This is an optimization exercise on Yosys and OpenROAD, whose aim is small area, not a production implementation.
At most, simulation tests tie the RTL to the original design; equivalence was not proved.
Power figures rest on the tool's default switching activity, not on a simulated workload.

==> inputs of quartz <==
## riscv_cpu
module riscv_cpu (
    input wire clk,
    input wire rst,
    input wire [31:0] module_instr_in,
    input wire [31:0] module_read_data_in,
    output wire [31:0] module_pc_out,
    output wire [31:0] module_wr_data_out,
    output wire module_mem_wr_en,
    output wire module_mem_rd_en,
    output wire [31:0] module_read_addr,
    output wire [31:0] module_write_addr,
    output wire [3:0] module_write_byte_enable,
    output wire [2:0] module_load_type,
    input wire timer_interrupt,
    input wire software_interrupt,
    input wire external_interrupt,
    input wire icache_stall,
    output wire fence_i_signal
);
clock: 10.0 ns
lec_check: 0
cap_margin: 0
core_margin: 2
core_utilization: 30
cts_cluster_diameter: 70
cts_cluster_size: 30
slew_margin: 0
synth_hierarchical: 1
run.sh (not shown) runs the stock make flow with config.mk's settings and CLKGATE_MAP_FILE= SYNTH_SCRIPT=/design/flow/synth_recipe.tcl, a recipe that flattens the netlist after the stock synthesis.
==> zinc (differences from quartz) <==
--- a/flow/design.v
+++ b/flow/design.v
@@ -346,16 +346,17 @@
     reg  [31:0] shin, shout;
     always @(*) begin
         for (k = 0; k < 32; k = k + 1) shin[k] = shl ? rs1[31-k] : rs1[k];
     end
     wire [31:0] shr = $signed({f7[5] & ~shl & rs1[31], shin}) >>> opb[4:0];
     always @(*) begin
-        for (k = 0; k < 32; k = k + 1) shout[k] = shl ? shr[31-k] : shr[k];
+        for (k = 0; k < 32; k = k + 1) shout[k] = shr[31-k];
     end
     wire [31:0] alu = ({32{f3 == 3'd0}} & sum[31:0]) |
-                      ({32{f3[1:0] == 2'd1}} & shout) |
+                      ({32{f3 == 3'd1}} & shout) |
+                      ({32{f3 == 3'd5}} & shr) |
                       ({32{f3[2:1] == 2'b01}} & {31'b0, lt}) |
                       ({32{f3[2] & ~f3[0]}} & sump[31:0]) |
                       ({32{f3[2] & f3[1]}} & sumg[31:0]);
     wire [28:0] pcm8;
     rdec #(29) dec_pc (.a(pc[31:3]), .s(pcm8));
     wire [31:0] e_pc = {pcm8, pc[2:0]};
==> flow/flow/run.sh (new file) <==
#!/bin/bash
# The standard layout (the standard.sh, standard synthesis unchanged) with
# three changes after synthesis:
#  - port buffers use the smallest buffer cell instead of clkdlybuf4s50_1;
#  - CTS clusters up to 30 sinks within 80 um and inserts no dummy loads;
#  - power recovery after global routing downsizes cells on paths with slack.
# The make output of every step goes to run_std.log here; each ORFS tool keeps
# its own log under orfs/logs/.
set -euo pipefail
bash standard.sh \
  "BUFFER_PORTS_ARGS=-buffer_cell sky130_fd_sc_hd__buf_1" \
  "CTS_ARGS=-sink_clustering_enable -repair_clock_nets -sink_clustering_size 30 -sink_clustering_max_diameter 80 -dont_use_dummy_load" \
  "RECOVER_POWER=100" \
  finish > run_std.log 2>&1
==> flow/standard.sh (new file) <==
#!/bin/bash
# synth_recipe.tcl (not shown) runs the flow's synth.tcl, then flattens the netlist and writes it again
# the make line also repeats each setting of config.mk as NAME=value (left out here)
make -C /OpenROAD-flow-scripts/flow DESIGN_CONFIG=/design/flow/config.mk WORK_HOME=/design/flow/orfs CLKGATE_MAP_FILE= SYNTH_SCRIPT=/design/flow/synth_recipe.tcl "${@:-finish}"
CAP_MARGIN = 20   (was 0)
CTS_CLUSTER_DIAMETER = not set   (was 70)
CTS_CLUSTER_SIZE = not set   (was 30)
SLEW_MARGIN = 20   (was 0)
removed: flow/run.sh
==> summary of the runs <==
In zinc the synthesized cell count is higher than in quartz, by 2.1%.
Total power: quartz is higher than zinc (11%).
Critical path depth is the same in zinc and quartz.
zinc finished with capacitance limit, slew limit left. quartz completed with no timing, DRC or antenna violations.
Of zinc and quartz, quartz has the higher utilization (gap 1.3 points).
Against zinc, the clock power of quartz is larger by 39%.
Against zinc, the final area of quartz is higher by about 3.4%.
No run of this note included a check of the RTL's function; only the layout flow was run.


==> juniper: inputs <==
riscv_cpu, a different RTL version from the one above (not shown whole).
clock: 10.0 ns
lec_check: 0
cap_margin: 20
core_margin: 2
core_utilization: 30
slew_margin: 20
synth_hierarchical: 1
Stock flow here: none of the scripts above is used.
==> yarrow: changes against juniper <==
--- a/flow/design.v
+++ b/flow/design.v
@@ -43,28 +43,49 @@
 localparam [5:0] INSTR_CSRRSI = 6'h2B;
 localparam [5:0] INSTR_CSRRCI = 6'h2C;
 localparam [5:0] INSTR_MRET    = 6'h2D;
 localparam [5:0] INSTR_ECALL   = 6'h2E;
 localparam [5:0] INSTR_EBREAK  = 6'h2F;
 localparam [5:0] INSTR_INVALID = 6'h00;
 `default_nettype none
 module rdsel (
-    input wire [30:0] d,
-    input wire [30:0] s,
+    input wire [31:0] d,
+    input wire [31:0] s,
     output wire y
 );
-    assign y = |(d & s);
+    wire [10:0] n;
+    genvar i;
+    generate for (i = 0; i < 10; i = i + 1) begin : g
+        aoi3 u (.d(d[3*i+2:3*i]), .s(s[3*i+2:3*i]), .y(n[i]));
+    end endgenerate
+    assign n[10] = ~((d[30] & s[30]) | (d[31] & s[31]));
+    nand11 r (.n(n), .y(y));
+endmodule
+module aoi3 (
+    input wire [2:0] d,
+    input wire [2:0] s,
+    output wire y
+);
+    assign y = ~|(d & s);
+endmodule
+module nand11 (
+    input wire [10:0] n,
+    output wire y
+);
+    assign y = ~&n;
 endmodule
 `default_nettype none
 module bkadd #(parameter N = 32, parameter TOP = 16) (
     input wire [N-1:0] a,
     input wire [N-1:0] b,
     input wire ci,
-    output wire [N-1:0] s
+    output wire [N-1:0] s,
+    output wire [N-1:0] pv,
+    output wire [N-1:0] gv
 );
     localparam M = N + 1;
     reg [M-1:0] g, p, G, P;
     integer i, d;
     always @(*) begin
         g = {a & b, ci};
         p = {a ^ b, 1'b0};
         G = g;
@@ -76,32 +97,48 @@
             end
         for (d = TOP; d >= 1; d = d / 2)
             for (i = 3 * d - 1; i < M; i = i + 2 * d) begin
                 G[i] = G[i] | (P[i] & G[i - d]);
                 P[i] = P[i] & P[i - d];
             end
     end
     assign s = p[M-1:1] ^ G[M-2:0];
+    assign pv = p[M-1:1];
+    assign gv = g[M-1:1];
 endmodule
 module rinc #(parameter N = 30) (
     input wire [N-1:0] a,
     input wire ci,
     output reg [N-1:0] s
 );
     reg c;
     integer i;
     always @(*) begin
         c = ci;
         for (i = 0; i < N; i = i + 1) begin
             s[i] = a[i] ^ c;
             c = a[i] & c;
         end
     end
 endmodule
+module rdec #(parameter N = 29) (
+    input wire [N-1:0] a,
+    output reg [N-1:0] s
+);
+    reg b;
+    integer i;
+    always @(*) begin
+        b = 1'b1;
+        for (i = 0; i < N; i = i + 1) begin
+            s[i] = a[i] ^ b;
+            b = ~a[i] & b;
+        end
+    end
+endmodule
 `default_nettype none
 module riscv_cpu (
     input wire clk,
     input wire rst,
     input wire [31:0] module_instr_in,
     input wire [31:0] module_read_data_in,
     output wire [31:0] module_pc_out,
     output wire [31:0] module_wr_data_out,
@@ -115,58 +152,58 @@
     input wire software_interrupt,
     input wire external_interrupt,
     input wire icache_stall,
     output wire fence_i_signal
 );
     integer k;
     reg  [31:0] pc;           
     reg  [31:0] d_ins;        
-    reg  [31:0] d_pc;         
+    reg         d_v;          
     reg  [31:0] e_ins;        
-    reg  [31:0] e_pc;         
+    reg         e_v;          
     reg  [31:0] m_res;        
     reg  [31:0] m_sd;         
     reg  [4:0]  m_rd;         
     reg  [2:0]  m_lt;         
     reg         m_sv;         
     reg  [1:0]  m_sf;         
     reg         m_hit;        
     wire [6:0] dop = d_ins[6:0];
     wire d_r  = (dop == 7'b0110011) | (dop == 7'b0100111) | (dop == 7'b1010011);
     wire d_i  = (dop == 7'b0000011) | (dop == 7'b0010011) | (dop == 7'b1100111);
     wire d_s  = (dop == 7'b0100011);
     wire d_b  = (dop == 7'b1100011);
     wire d_c  = (dop == 7'b1110011);
-    wire d_rs1v = d_r | d_i | d_s | d_b | (d_c & ~d_ins[14]);
-    wire d_rs2v = d_r | d_s | d_b;
+    wire d_rs1v = d_v & (d_r | d_i | d_s | d_b | (d_c & ~d_ins[14]));
+    wire d_rs2v = d_v & (d_r | d_s | d_b);
     wire [6:0] op = e_ins[6:0];
     wire [2:0] f3 = e_ins[14:12];
     wire [6:0] f7 = e_ins[31:25];
     wire [4:0] a1 = e_ins[19:15];
     wire [4:0] a2 = e_ins[24:20];
-    wire e_rr   = (op == 7'b0110011);
-    wire e_ri   = (op == 7'b0010011);
-    wire e_ld   = (op == 7'b0000011);
-    wire e_st   = (op == 7'b0100011);
-    wire e_br   = (op == 7'b1100011);
-    wire e_jal  = (op == 7'b1101111);
-    wire e_jalr = (op == 7'b1100111);
-    wire e_lui  = (op == 7'b0110111);
-    wire e_aui  = (op == 7'b0010111);
-    wire e_sys  = (op == 7'b1110011);
-    wire e_misc = (op == 7'b0001111);
-    wire e_rx   = e_rr | (op == 7'b0100111) | (op == 7'b1010011);
+    wire e_rr   = e_v & (op == 7'b0110011);
+    wire e_ri   = e_v & (op == 7'b0010011);
+    wire e_ld   = e_v & (op == 7'b0000011);
+    wire e_st   = e_v & (op == 7'b0100011);
+    wire e_br   = e_v & (op == 7'b1100011);
+    wire e_jal  = e_v & (op == 7'b1101111);
+    wire e_jalr = e_v & (op == 7'b1100111);
+    wire e_lui  = e_v & (op == 7'b0110111);
+    wire e_aui  = e_v & (op == 7'b0010111);
+    wire e_sys  = e_v & (op == 7'b1110011);
+    wire e_misc = e_v & (op == 7'b0001111);
+    wire e_rx   = e_rr | (e_v & ((op == 7'b0100111) | (op == 7'b1010011)));
     wire e_rdv  = e_rx | e_aui | e_lui | e_jal | e_ld | e_ri | e_jalr | e_sys;
     wire e_ldv  = e_ld & (f3 != 3'd3) & (f3 != 3'd6) & (f3 != 3'd7);
     wire e_stv  = e_st & ~f3[2] & (f3[1:0] != 2'd3);
     wire e_fnc  = e_misc & (f3 == 3'd1);
-    wire e_mret = (e_ins == 32'h30200073);
-    wire e_ecal = (e_ins == 32'h00000073);
-    wire e_ebrk = (e_ins == 32'h00100073);
+    wire e_mret = e_v & (e_ins == 32'h30200073);
+    wire e_ecal = e_v & (e_ins == 32'h00000073);
+    wire e_ebrk = e_v & (e_ins == 32'h00100073);
     wire e_csr  = e_sys & (f3[1:0] != 2'd0);
     reg [31:0] imm;
     always @(*) begin
         if (e_st)
             imm = {{21{e_ins[31]}}, e_ins[30:25], e_ins[11:7]};
         else if (e_br)
             imm = {{20{e_ins[31]}}, e_ins[7], e_ins[30:25], e_ins[11:8], 1'b0};
         else if (e_lui | e_aui)
@@ -187,38 +224,36 @@
         for (k = 1; k < 32; k = k + 1)
             if (m_rd == k) rf[k] <= rf_wd;
     end
     always @(posedge clk or posedge rst) begin
         if (rst) rfv <= 31'b0;
         else for (k = 1; k < 32; k = k + 1)
             if (m_rd == k) rfv[k] <= 1'b1;
     end
+    wire m_ld = ~(m_lt[1] & m_lt[0]);
+    wire fa = rf_we & ~m_ld & (m_rd == a1);
+    wire fb = rf_we & ~m_ld & (m_rd == a2);
     reg [30:0] s1, s2;
     always @(*) begin
         for (k = 1; k < 32; k = k + 1) begin
-            s1[k-1] = (a1 == k) & rfv[k];
-            s2[k-1] = (a2 == k) & rfv[k];
+            s1[k-1] = (a1 == k) & rfv[k] & ~fa;
+            s2[k-1] = (a2 == k) & rfv[k] & ~fb;
         end
     end
-    wire [31:0] r1, r2;
+    wire [31:0] rs1, rs2;
     genvar gb, gj;
     generate for (gb = 0; gb < 32; gb = gb + 1) begin : rd
         wire [30:0] col;
         for (gj = 1; gj < 32; gj = gj + 1) begin : c
             assign col[gj-1] = rf[gj][gb];
         end
-        rdsel u1 (.d(col), .s(s1), .y(r1[gb]));
-        rdsel u2 (.d(col), .s(s2), .y(r2[gb]));
+        rdsel u1 (.d({m_res[gb], col}), .s({fa, s1}), .y(rs1[gb]));
+        rdsel u2 (.d({m_res[gb], col}), .s({fb, s2}), .y(rs2[gb]));
     end endgenerate
-    wire m_ld = ~(m_lt[1] & m_lt[0]);
-    wire fa = rf_we & ~m_ld & (m_rd == a1);
-    wire fb = rf_we & ~m_ld & (m_rd == a2);
-    wire [31:0] rs1 = fa ? m_res : r1;
-    wire [31:0] rs2 = fb ? m_res : r2;
     reg [31:0] mstatus, mie, mtvec, mscratch, mepc, mcause, mtval;
     reg [11:0] mip;
     reg [63:0] cycle;
     wire irq_e = mip[11] & mie[11];
     wire irq_t = mip[7] & mie[7];
     wire irq_s = mip[3] & mie[3];
     wire intr  = mstatus[3] & (irq_e | irq_t | irq_s);
     wire [11:0] caddr = e_ins[31:20];
@@ -294,42 +329,43 @@
     always @(posedge clk or posedge rst) begin
         if (rst) cycle <= 64'h0;
         else cycle <= {cyc_hi, cyc_lo};
     end
     wire use_rs2 = e_rr | e_br;
     wire [31:0] opb = use_rs2 ? rs2 : imm;
     wire is_sub = e_br | ((e_rr | e_ri) & (f3[2:1] == 2'b01)) | (e_rr & (f3 == 3'd0) & f7[5]);
     wire sgn    = e_br ? ~f3[1] : ~f3[0];
-    wire [32:0] sum;
+    wire [32:0] sum, sump, sumg;
     bkadd #(33) addr_main (.a({sgn & rs1[31], rs1}),
                            .b({sgn & opb[31], opb} ^ {33{is_sub}}),
-                           .ci(is_sub), .s(sum));
+                           .ci(is_sub), .s(sum), .pv(sump), .gv(sumg));
     wire lt = sum[32];
-    wire eq = (sum[31:0] == 32'b0);
+    wire eq = &sump[31:0];
     wire shl = (f3 == 3'd1);
     reg  [31:0] shin, shout;
     always @(*) begin
         for (k = 0; k < 32; k = k + 1) shin[k] = shl ? rs1[31-k] : rs1[k];
     end
     wire [31:0] shr = $signed({f7[5] & ~shl & rs1[31], shin}) >>> opb[4:0];
     always @(*) begin
-        for (k = 0; k < 32; k = k + 1) shout[k] = shl ? shr[31-k] : shr[k];
+        for (k = 0; k < 32; k = k + 1) shout[k] = shr[31-k];
     end
     wire [31:0] alu = ({32{f3 == 3'd0}} & sum[31:0]) |
-                      ({32{f3[1:0] == 2'd1}} & shout) |
+                      ({32{f3 == 3'd1}} & shout) |
+                      ({32{f3 == 3'd5}} & shr) |
                       ({32{f3[2:1] == 2'b01}} & {31'b0, lt}) |
-                      ({32{f3 == 3'd4}} & (rs1 ^ opb)) |
-                      ({32{f3 == 3'd6}} & (rs1 | opb)) |
-                      ({32{f3 == 3'd7}} & (rs1 & opb));
+                      ({32{f3[2] & ~f3[0]}} & sump[31:0]) |
+                      ({32{f3[2] & f3[1]}} & sumg[31:0]);
+    wire [28:0] pcm8;
+    rdec #(29) dec_pc (.a(pc[31:3]), .s(pcm8));
+    wire [31:0] e_pc = {pcm8, pc[2:0]};
     wire [31:0] pc_imm;
-    bkadd #(32) addr_pc (.a(e_pc), .b(imm), .ci(1'b0), .s(pc_imm));
-    wire [29:0] link_hi;
-    rinc #(30) inc_link (.a(e_pc[31:2]), .ci(1'b1), .s(link_hi));
-    wire [31:0] pc_four = {link_hi, e_pc[1:0]};
+    bkadd #(32) addr_pc (.a(e_pc), .b(imm), .ci(1'b0), .s(pc_imm), .pv(), .gv());
+    wire [31:0] pc_four = {pc[2] ? {pc[31:3], 1'b0} : {pcm8, 1'b1}, pc[1:0]};
     reg br_t;
     always @(*) begin
         case (f3)
             3'd0: br_t = eq;
             3'd1: br_t = ~eq;
             3'd4: br_t = lt;
             3'd5: br_t = ~lt;
             3'd6: br_t = lt;
@@ -363,31 +399,30 @@
     wire [29:0] pc_next;
     rinc #(30) inc_pc (.a(pc[31:2]), .ci(1'b1), .s(pc_next));
     always @(posedge clk) begin
         if (rst) pc <= 32'b0;
         else if (jump) pc <= jaddr;
         else if (!cstall) pc <= {pc_next, pc[1:0]};
     end
     assign module_pc_out = pc;
-    always @(posedge clk or posedge rst) begin
-        if (rst) d_ins <= 32'b0;
-        else if (jump) d_ins <= 32'h00000013;
-        else if (!cstall) d_ins <= module_instr_in;
+    always @(posedge clk) begin
+        if (rst | jump) d_v <= 1'b0;
+        else if (!cstall) d_v <= 1'b1;
     end
     always @(posedge clk) begin
-        if (jump | ~cstall) d_pc <= pc;
+        if (!cstall) d_ins <= module_instr_in;
     end
     always @(posedge clk or posedge rst) begin
-        if (rst) e_ins <= 32'b0;
-        else if (jump | e_fnc | cstall) e_ins <= 32'b0;
-        else e_ins <= d_ins;
+        if (rst) e_v <= 1'b0;
+        else e_v <= d_v & ~(jump | e_fnc | cstall);
     end
-    always @(posedge clk) e_pc <= d_pc;
-    wire hit = e_ldv & m_sv & (m_sf == f3[1:0]) & (res == m_res);
+    always @(posedge clk) e_ins <= d_ins;
+    wire hit = e_ldv & m_sv & (m_sf == f3[1:0]) &
+               (intr ? (m_res == 32'b0) : (sum[31:0] == m_res));
     always @(posedge clk or posedge rst) begin
         if (rst) begin
             m_rd  <= 5'b0;
             m_lt[1:0] <= 2'b11;
             m_sv  <= 1'b0;
             m_hit <= 1'b0;
         end else begin
             m_rd  <= e_rdv ? e_ins[11:7] : 5'b0;
==> flow/flow/run.sh (new file) <==
#!/bin/bash
# The standard layout (the standard.sh, standard synthesis unchanged) with
# two changes after synthesis:
#  - port buffers use the smallest buffer cell instead of clkdlybuf4s50_1;
#  - CTS clusters up to 30 sinks within 75 um and inserts no dummy loads.
# The make output of every step goes to run_std.log here; each ORFS tool keeps
# its own log under orfs/logs/.
set -euo pipefail
bash standard.sh \
  "BUFFER_PORTS_ARGS=-buffer_cell sky130_fd_sc_hd__buf_1" \
  "CTS_ARGS=-sink_clustering_enable -repair_clock_nets -sink_clustering_size 16 -sink_clustering_max_diameter 50 -dont_use_dummy_load -buf_list sky130_fd_sc_hd__clkbuf_8" \
  finish > run_std.log 2>&1
==> flow/standard.sh (new file) <==
#!/bin/bash
# synth_recipe.tcl (not shown) runs the flow's synth.tcl, then flattens the netlist and writes it again
# the make line also repeats each setting of config.mk as NAME=value (left out here)
make -C /OpenROAD-flow-scripts/flow DESIGN_CONFIG=/design/flow/config.mk WORK_HOME=/design/flow/orfs CLKGATE_MAP_FILE= SYNTH_SCRIPT=/design/flow/synth_recipe.tcl "${@:-finish}"
==> flow/config.mk (replaced) <==
export PLATFORM = sky130hd
export DESIGN_NAME = riscv_cpu
export DESIGN_NICKNAME = riscv_cpu
export VERILOG_FILES = /design/flow/design.v
export SDC_FILE = /design/flow/constraint.sdc
export NUM_CORES = 4
export LEC_CHECK = 0
export CAP_MARGIN = 10
export CORE_MARGIN = 2
export CORE_UTILIZATION = 30
export SLEW_MARGIN = 10
export SYNTH_HIERARCHICAL = 1
removed: flow/run.sh
==> xenon: changes against juniper <==
--- a/flow/design.v
+++ b/flow/design.v
@@ -47,24 +47,45 @@
 localparam [5:0] INSTR_EBREAK  = 6'h2F;
 localparam [5:0] INSTR_INVALID = 6'h00;
 `default_nettype none
 module rdsel (
     input wire [30:0] d,
     input wire [30:0] s,
     output wire y
 );
-    assign y = |(d & s);
+    wire [10:0] n;
+    genvar i;
+    generate for (i = 0; i < 10; i = i + 1) begin : g
+        aoi3 u (.d(d[3*i+2:3*i]), .s(s[3*i+2:3*i]), .y(n[i]));
+    end endgenerate
+    assign n[10] = ~(d[30] & s[30]);
+    nand11 r (.n(n), .y(y));
+endmodule
+module aoi3 (
+    input wire [2:0] d,
+    input wire [2:0] s,
+    output wire y
+);
+    assign y = ~|(d & s);
+endmodule
+module nand11 (
+    input wire [10:0] n,
+    output wire y
+);
+    assign y = ~&n;
 endmodule
 `default_nettype none
 module bkadd #(parameter N = 32, parameter TOP = 16) (
     input wire [N-1:0] a,
     input wire [N-1:0] b,
     input wire ci,
-    output wire [N-1:0] s
+    output wire [N-1:0] s,
+    output wire [N-1:0] pv,
+    output wire [N-1:0] gv
 );
     localparam M = N + 1;
     reg [M-1:0] g, p, G, P;
     integer i, d;
     always @(*) begin
         g = {a & b, ci};
         p = {a ^ b, 1'b0};
         G = g;
@@ -76,32 +97,48 @@
             end
         for (d = TOP; d >= 1; d = d / 2)
             for (i = 3 * d - 1; i < M; i = i + 2 * d) begin
                 G[i] = G[i] | (P[i] & G[i - d]);
                 P[i] = P[i] & P[i - d];
             end
     end
     assign s = p[M-1:1] ^ G[M-2:0];
+    assign pv = p[M-1:1];
+    assign gv = g[M-1:1];
 endmodule
 module rinc #(parameter N = 30) (
     input wire [N-1:0] a,
     input wire ci,
     output reg [N-1:0] s
 );
     reg c;
     integer i;
     always @(*) begin
         c = ci;
         for (i = 0; i < N; i = i + 1) begin
             s[i] = a[i] ^ c;
             c = a[i] & c;
         end
     end
 endmodule
+module rdec #(parameter N = 29) (
+    input wire [N-1:0] a,
+    output reg [N-1:0] s
+);
+    reg b;
+    integer i;
+    always @(*) begin
+        b = 1'b1;
+        for (i = 0; i < N; i = i + 1) begin
+            s[i] = a[i] ^ b;
+            b = ~a[i] & b;
+        end
+    end
+endmodule
 `default_nettype none
 module riscv_cpu (
     input wire clk,
     input wire rst,
     input wire [31:0] module_instr_in,
     input wire [31:0] module_read_data_in,
     output wire [31:0] module_pc_out,
     output wire [31:0] module_wr_data_out,
@@ -115,19 +152,17 @@
     input wire software_interrupt,
     input wire external_interrupt,
     input wire icache_stall,
     output wire fence_i_signal
 );
     integer k;
     reg  [31:0] pc;           
     reg  [31:0] d_ins;        
-    reg  [31:0] d_pc;         
     reg  [31:0] e_ins;        
-    reg  [31:0] e_pc;         
     reg  [31:0] m_res;        
     reg  [31:0] m_sd;         
     reg  [4:0]  m_rd;         
     reg  [2:0]  m_lt;         
     reg         m_sv;         
     reg  [1:0]  m_sf;         
     reg         m_hit;        
     wire [6:0] dop = d_ins[6:0];
@@ -294,42 +329,42 @@
     always @(posedge clk or posedge rst) begin
         if (rst) cycle <= 64'h0;
         else cycle <= {cyc_hi, cyc_lo};
     end
     wire use_rs2 = e_rr | e_br;
     wire [31:0] opb = use_rs2 ? rs2 : imm;
     wire is_sub = e_br | ((e_rr | e_ri) & (f3[2:1] == 2'b01)) | (e_rr & (f3 == 3'd0) & f7[5]);
     wire sgn    = e_br ? ~f3[1] : ~f3[0];
-    wire [32:0] sum;
+    wire [32:0] sum, sump, sumg;
     bkadd #(33) addr_main (.a({sgn & rs1[31], rs1}),
                            .b({sgn & opb[31], opb} ^ {33{is_sub}}),
-                           .ci(is_sub), .s(sum));
+                           .ci(is_sub), .s(sum), .pv(sump), .gv(sumg));
     wire lt = sum[32];
-    wire eq = (sum[31:0] == 32'b0);
+    wire eq = &sump[31:0];
     wire shl = (f3 == 3'd1);
     reg  [31:0] shin, shout;
     always @(*) begin
         for (k = 0; k < 32; k = k + 1) shin[k] = shl ? rs1[31-k] : rs1[k];
     end
     wire [31:0] shr = $signed({f7[5] & ~shl & rs1[31], shin}) >>> opb[4:0];
     always @(*) begin
         for (k = 0; k < 32; k = k + 1) shout[k] = shl ? shr[31-k] : shr[k];
     end
     wire [31:0] alu = ({32{f3 == 3'd0}} & sum[31:0]) |
                       ({32{f3[1:0] == 2'd1}} & shout) |
                       ({32{f3[2:1] == 2'b01}} & {31'b0, lt}) |
-                      ({32{f3 == 3'd4}} & (rs1 ^ opb)) |
-                      ({32{f3 == 3'd6}} & (rs1 | opb)) |
-                      ({32{f3 == 3'd7}} & (rs1 & opb));
+                      ({32{f3[2] & ~f3[0]}} & sump[31:0]) |
+                      ({32{f3[2] & f3[1]}} & sumg[31:0]);
+    wire [28:0] pcm8;
+    rdec #(29) dec_pc (.a(pc[31:3]), .s(pcm8));
+    wire [31:0] e_pc = {pcm8, pc[2:0]};
     wire [31:0] pc_imm;
-    bkadd #(32) addr_pc (.a(e_pc), .b(imm), .ci(1'b0), .s(pc_imm));
-    wire [29:0] link_hi;
-    rinc #(30) inc_link (.a(e_pc[31:2]), .ci(1'b1), .s(link_hi));
-    wire [31:0] pc_four = {link_hi, e_pc[1:0]};
+    bkadd #(32) addr_pc (.a(e_pc), .b(imm), .ci(1'b0), .s(pc_imm), .pv(), .gv());
+    wire [31:0] pc_four = {pc[2] ? {pc[31:3], 1'b0} : {pcm8, 1'b1}, pc[1:0]};
     reg br_t;
     always @(*) begin
         case (f3)
             3'd0: br_t = eq;
             3'd1: br_t = ~eq;
             3'd4: br_t = lt;
             3'd5: br_t = ~lt;
             3'd6: br_t = lt;
@@ -363,30 +398,26 @@
     wire [29:0] pc_next;
     rinc #(30) inc_pc (.a(pc[31:2]), .ci(1'b1), .s(pc_next));
     always @(posedge clk) begin
         if (rst) pc <= 32'b0;
         else if (jump) pc <= jaddr;
         else if (!cstall) pc <= {pc_next, pc[1:0]};
     end
     assign module_pc_out = pc;
-    always @(posedge clk or posedge rst) begin
+    always @(posedge clk) begin
         if (rst) d_ins <= 32'b0;
         else if (jump) d_ins <= 32'h00000013;
         else if (!cstall) d_ins <= module_instr_in;
     end
-    always @(posedge clk) begin
-        if (jump | ~cstall) d_pc <= pc;
-    end
     always @(posedge clk or posedge rst) begin
         if (rst) e_ins <= 32'b0;
         else if (jump | e_fnc | cstall) e_ins <= 32'b0;
         else e_ins <= d_ins;
     end
-    always @(posedge clk) e_pc <= d_pc;
     wire hit = e_ldv & m_sv & (m_sf == f3[1:0]) & (res == m_res);
     always @(posedge clk or posedge rst) begin
         if (rst) begin
             m_rd  <= 5'b0;
             m_lt[1:0] <= 2'b11;
             m_sv  <= 1'b0;
             m_hit <= 1'b0;
         end else begin
==> flow/config.mk (replaced) <==
export PLATFORM = sky130hd
export DESIGN_NAME = riscv_cpu
export DESIGN_NICKNAME = riscv_cpu
export VERILOG_FILES = /design/flow/design.v
export SDC_FILE = /design/flow/constraint.sdc
export NUM_CORES = 4
export LEC_CHECK = 0
export CAP_MARGIN = 20
export CORE_MARGIN = 2
export CORE_UTILIZATION = 30
export CTS_CLUSTER_DIAMETER = 60
export CTS_CLUSTER_SIZE = 20
export SLEW_MARGIN = 20
export SYNTH_HIERARCHICAL = 1
==> comparison <==
- xenon passed the timing, design-rule and antenna checks. yarrow ran to the end with no violations. juniper completed without violations.
- Combinational power, highest first: juniper, yarrow, xenon.
- Setup slack: yarrow > xenon > juniper.
- Against juniper, the wire length of xenon is larger by about 1.8%.
- Register-to-register slack: juniper < xenon < yarrow.
- Between xenon and juniper, the lower area after synthesis is in xenon (gap about 4.4%, measured against juniper).
- The lowest sequential share of layout area belongs to juniper, the highest to yarrow.
- Of xenon and juniper, juniper has the higher design area (gap about 6.6%, measured against juniper).
- Of xenon and juniper, xenon has the higher first-iteration DRC count (gap about 27%, measured against juniper).
==> figures <==
| quantity | xenon | yarrow | juniper |
|---|---|---|---|
| Outcome | timing/DRC/antenna clean | timing/DRC/antenna clean | timing/DRC/antenna clean |
| Achievable Freq | 106 MHz | 108 MHz | 103 MHz |
| Critical-path maximum fanout | 19 | 66 | 45 |
| Logic depth of the worst setup path including buffers | 26 | 30 | 30 |
| Detailed-route via count | 60600 | 58000 | 61200 |
| Clock power frac | 37.9% | 29.5% | 41.4% |
| Buffer share of cell area | 5.21% | 3.78% | 5.02% |
| Switching pwr | 2.92 mW | 2.95 mW | 3.99 mW |
| Global-route usage over all layers | 25.6% | 25.9% | 24.3% |
| Placed cell count | 9106 | 8718 | 9607 |
| Largest vdd supply drop | 0.133 mV | 0.107 mV | 0.162 mV |
| Fraction of area in multi-input gates | 34.1% | 34.0% | 33.6% |
| Metal-1 WL | 118000 µm | 121000 µm | 125000 µm |
| Tmin final | 9.41 ns | 9.29 ns | 9.69 ns |
| Startpoint of the worst-slack reg-to-reg timing path | e_ins[20] | m_rd[1] | e_ins[22] |
| Met2 global-route usage | 39.8% | 39.3% | 38.7% |
| Data required, critical path | 10.71 ns | 10.74 ns | 10.73 ns |
Only the layout flow was run in xenon; the RTL was not checked for function there.

-- static timing again, ports no longer ideal --
In the flow no input, the clock included, has a driving cell. The finished layouts below were timed again as built, in two steps. Step 1, drivers: a clkbuf_16 drives clk and a buf_2 each remaining input, both assumed. Step 2 adds t to the input delays and takes it off the output delays; t is the mean of the earliest and latest rising clock arrival at the registers after step 1. Input paths then give back, and output paths get back, about the clock's delay inside the block. Three values: ideal, step 1, step 2; two values: the first two.
run	shift t [ns]	setup slack, ns	latest minus earliest clock arrival (ns)	pins driven straight from the clock port
quartz	0.862	0.323 / 0.323 / 0.323	0.090 / 0.090	1
zinc	0.808	0.372 / 0.372 / 0.372	0.150 / 0.150	1
juniper	0.966	0.307 / 0.307 / 0.307	0.091 / 0.090	1
yarrow	1.000	0.707 / 0.707 / 0.707	0.171 / 0.171	1
xenon	0.877	0.593 / 0.593 / 0.593	0.059 / 0.060	1
